Context: an optimization exercise on an open-source flow, tuned for small area. The choices shown serve that exercise and are no tape-out recipe.
The RTL was checked by simulation tests, not by an equivalence proof against the original design.

==> module OneShot, before the edit <==
module OneShot(input pulse, input clk, input rst, output out);
	reg on, hi;
	always @(posedge clk or posedge rst) begin
		if (rst) begin
			on <= 1'b0;
			hi <= 1'b0;
		end else begin
			on <= pulse & ~on & ~hi;
			hi <= on | (hi & pulse);
		end
	end
	assign out = on;
endmodule
==> module can_tx, before the edit <==
module can_tx(
	output tx_buf,
	output can_bitstuff,
	output txing,
	input rx,
	input tx,
	input [10:0] address,
	input [63:0] data,
	input send_data,
	input baud_tick,
	input clk,
	input rst
	);
	localparam IDLE = 7'd44;
	reg [6:0] p;
	reg f;
	reg [14:0] d;
	wire upd;
	wire [14:0] n;
	OneShot os(send_data, clk, rst, upd);
	CRC crc(d, f, data, n);
	wire ones = &n;
	always @(posedge clk or posedge rst) begin
		if (rst) begin
			f <= 1'b1;
			d <= 15'd0;
		end else if (upd) begin
			f <= ones;
			if (!ones) d <= n;
		end
	end
	wire idle = ~p[6] & p[5] & ~p[4] & ~p[1] & ~p[0];
	wire sof_addr = ~p[6] & p[5] & ((~p[4] & (p[1] | p[0])) | (p[4] & (~p[3] | ~(p[2] | p[1] | p[0]))));
	wire eof_last = ~p[6] & ~p[5] & p[4] & p[3];
	assign txing = ~idle;
	assign can_bitstuff = p[6] | (~p[5] & ~p[4] & ~(&p[3:0])) | (p[5] & (p[4] | p[1]));
	wire [7:0] s;
	DEC8 dec(p[2:0], s);
	wire [7:0] dg;
	genvar g, k;
	generate
		for (g = 0; g < 8; g = g + 1) begin : dgrp
			wire [7:0] din;
			for (k = 0; k < 8; k = k + 1) begin : bit_
				assign din[k] = data[63 - 8*g - k];
			end
			SEL8 sel(din, s, dg[g]);
		end
	endgenerate
	wire g0, g1, g6;
	SEL8 sel_c0({d[7], d[8], d[9], d[10], d[11], d[12], d[13], d[14]}, s, g0);
	SEL8 sel_c1({1'b1, d[0], d[1], d[2], d[3], d[4], d[5], d[6]}, s, g1);
	SEL8 sel_a1({address[1], address[2], address[3], address[4],
		address[5], address[6], address[7], address[8]}, s, g6);
	wire g5 = s[4] | (address[10] & s[6]) | (address[9] & s[7]);
	wire g7 = (address[0] & s[0]) | s[4];
	wire nd = p[5] ? (p[4] ? (p[3] ? g7 : g6) : g5) : (p[4] | (p[3] ? g1 : g0));
	assign tx_buf = p[6] ? dg[p[5:3]] : nd;
	wire inc = baud_tick & (~idle | send_data);
	wire load = baud_tick & ((sof_addr & (rx ^ tx)) | eof_last);
	always @(posedge clk or posedge rst) begin
		if (rst) p <= IDLE;
		else p <= load ? IDLE : p + {6'd0, inc};
	end
endmodule
==> module SEL8, before the edit <==
module SEL8(input [7:0] a, input [7:0] s, output y);
	assign y = |(a & s);
endmodule
clock: 10.0 ns
lec_check: 0
cap_margin: 20
core_margin: 2
core_utilization: 40
cts_buf_list: sky130_fd_sc_hd__clkbuf_8
slew_margin: 20
synth_hierarchical: 1
synth_minimum_keep_size: 0
standard.sh (not shown) runs the stock make flow with config.mk's settings and CLKGATE_MAP_FILE= SYNTH_SCRIPT=/design/flow/synth_recipe.tcl, a recipe that flattens the netlist after the stock synthesis.
==> flow/flow/run.sh <==
#!/bin/bash
# Layout: the standard flow (standard.sh, standard synthesis unchanged) with
#  - buf_1 as the cell that buffers each input and output port,
#  - power recovery (downsizing of cells with slack) after global routing,
#  - CTS without dummy loads.
# make's full output goes to flow_make.log in the work folder; ORFS's per-step
# logs are under orfs/logs/.
set -euo pipefail
bash standard.sh \
  BUFFER_PORTS_ARGS="-buffer_cell sky130_fd_sc_hd__buf_1" \
  RECOVER_POWER=100 \
  CTS_ARGS="-sink_clustering_enable -repair_clock_nets -buf_list sky130_fd_sc_hd__clkbuf_8 -dont_use_dummy_load" \
  finish > flow_make.log 2>&1
Rerun with:
--- a/flow/design.v
+++ b/flow/design.v
@@ -261,18 +261,13 @@
 module XNOR2(input a, input b, output y);
   assign y = ~(a ^ b);
 endmodule
 module OneShot(input pulse, input clk, input rst, output out);
 	reg on, hi;
-	always @(posedge clk or posedge rst) begin
-		if (rst) begin
-			on <= 1'b0;
-			hi <= 1'b0;
-		end else begin
-			on <= pulse & ~on & ~hi;
-			hi <= on | (hi & pulse);
-		end
+	always @(posedge clk) begin
+		on <= ~rst & pulse & ~on & ~hi;
+		hi <= ~rst & (on | (hi & pulse));
 	end
 	assign out = on;
 endmodule
 module can_tx(
 	output tx_buf,
@@ -332,13 +327,12 @@
 	wire g7 = (address[0] & s[0]) | s[4];
 	wire nd = p[5] ? (p[4] ? (p[3] ? g7 : g6) : g5) : (p[4] | (p[3] ? g1 : g0));
 	assign tx_buf = p[6] ? dg[p[5:3]] : nd;
 	wire inc = baud_tick & (~idle | send_data);
 	wire load = baud_tick & ((sof_addr & (rx ^ tx)) | eof_last);
-	always @(posedge clk or posedge rst) begin
-		if (rst) p <= IDLE;
-		else p <= load ? IDLE : p + {6'd0, inc};
+	always @(posedge clk) begin
+		p <= (load | rst) ? IDLE : p + {6'd0, inc};
 	end
 endmodule
 module DEC8(input [2:0] a, output [7:0] s);
 	assign s[0] = a == 3'd0;
 	assign s[1] = a == 3'd1;
@@ -348,11 +342,24 @@
 	assign s[5] = a == 3'd5;
 	assign s[6] = a == 3'd6;
 	assign s[7] = a == 3'd7;
 endmodule
 module SEL8(input [7:0] a, input [7:0] s, output y);
-	assign y = |(a & s);
+	wire n0, n1, n2;
+	AOI222 u0(a[0], s[0], a[1], s[1], a[2], s[2], n0);
+	AOI222 u1(a[3], s[3], a[4], s[4], a[5], s[5], n1);
+	AOI22 u2(a[6], s[6], a[7], s[7], n2);
+	NAND3 u3(n0, n1, n2, y);
+endmodule
+module AOI222(input a0, input b0, input a1, input b1, input a2, input b2, output y);
+	assign y = ~((a0 & b0) | (a1 & b1) | (a2 & b2));
+endmodule
+module AOI22(input a0, input b0, input a1, input b1, output y);
+	assign y = ~((a0 & b0) | (a1 & b1));
+endmodule
+module NAND3(input a, input b, input c, output y);
+	assign y = ~(a & b & c);
 endmodule
 module tx_container(output tx, input tx_buf, input can_bitstuff, input clk);
 	reg prev;
 	reg [12:0] t;
 	reg w;
Outcome: Via count falls by 0.79%. Register-to-register slack loses 0.68 ns. Utilization falls by 0.16 points. Synthesized area falls by 0.64%. Clock-buffer cell count is unchanged. Worst setup slack loses 0.76 ns. Wire length falls by 3.7%. Critical path depth is unchanged. Cell count falls by 0.97%.

[port drivers added, routing unchanged]
Ports are ideal in the flow. The routed layouts listed here were re-timed in OpenROAD.
Step 1 assumes that a clkbuf_16 drives the clock port and a buf_2 every other input.
Step 2 also shifts input and output timing later by t, the mid clock arrival at the registers, as if the neighbouring blocks saw the same clock.
Slacks: ideal ports / drivers / drivers and shift; pairs: ideal ports / drivers.
| run | t (ns) | slack for setup (ns) | worst setup path at the end |
|---|---|---|---|
| the first run | 0.319 | 2.948 / 2.951 / 2.632 | input to register |
| the second run | 0.323 | 2.191 / 2.186 / 1.863 | input to register |
After both steps every run listed still meets setup and hold. The setup slack of the second run, which loses most, moves by -0.005 ns with the drivers and by -0.328 ns with both steps.
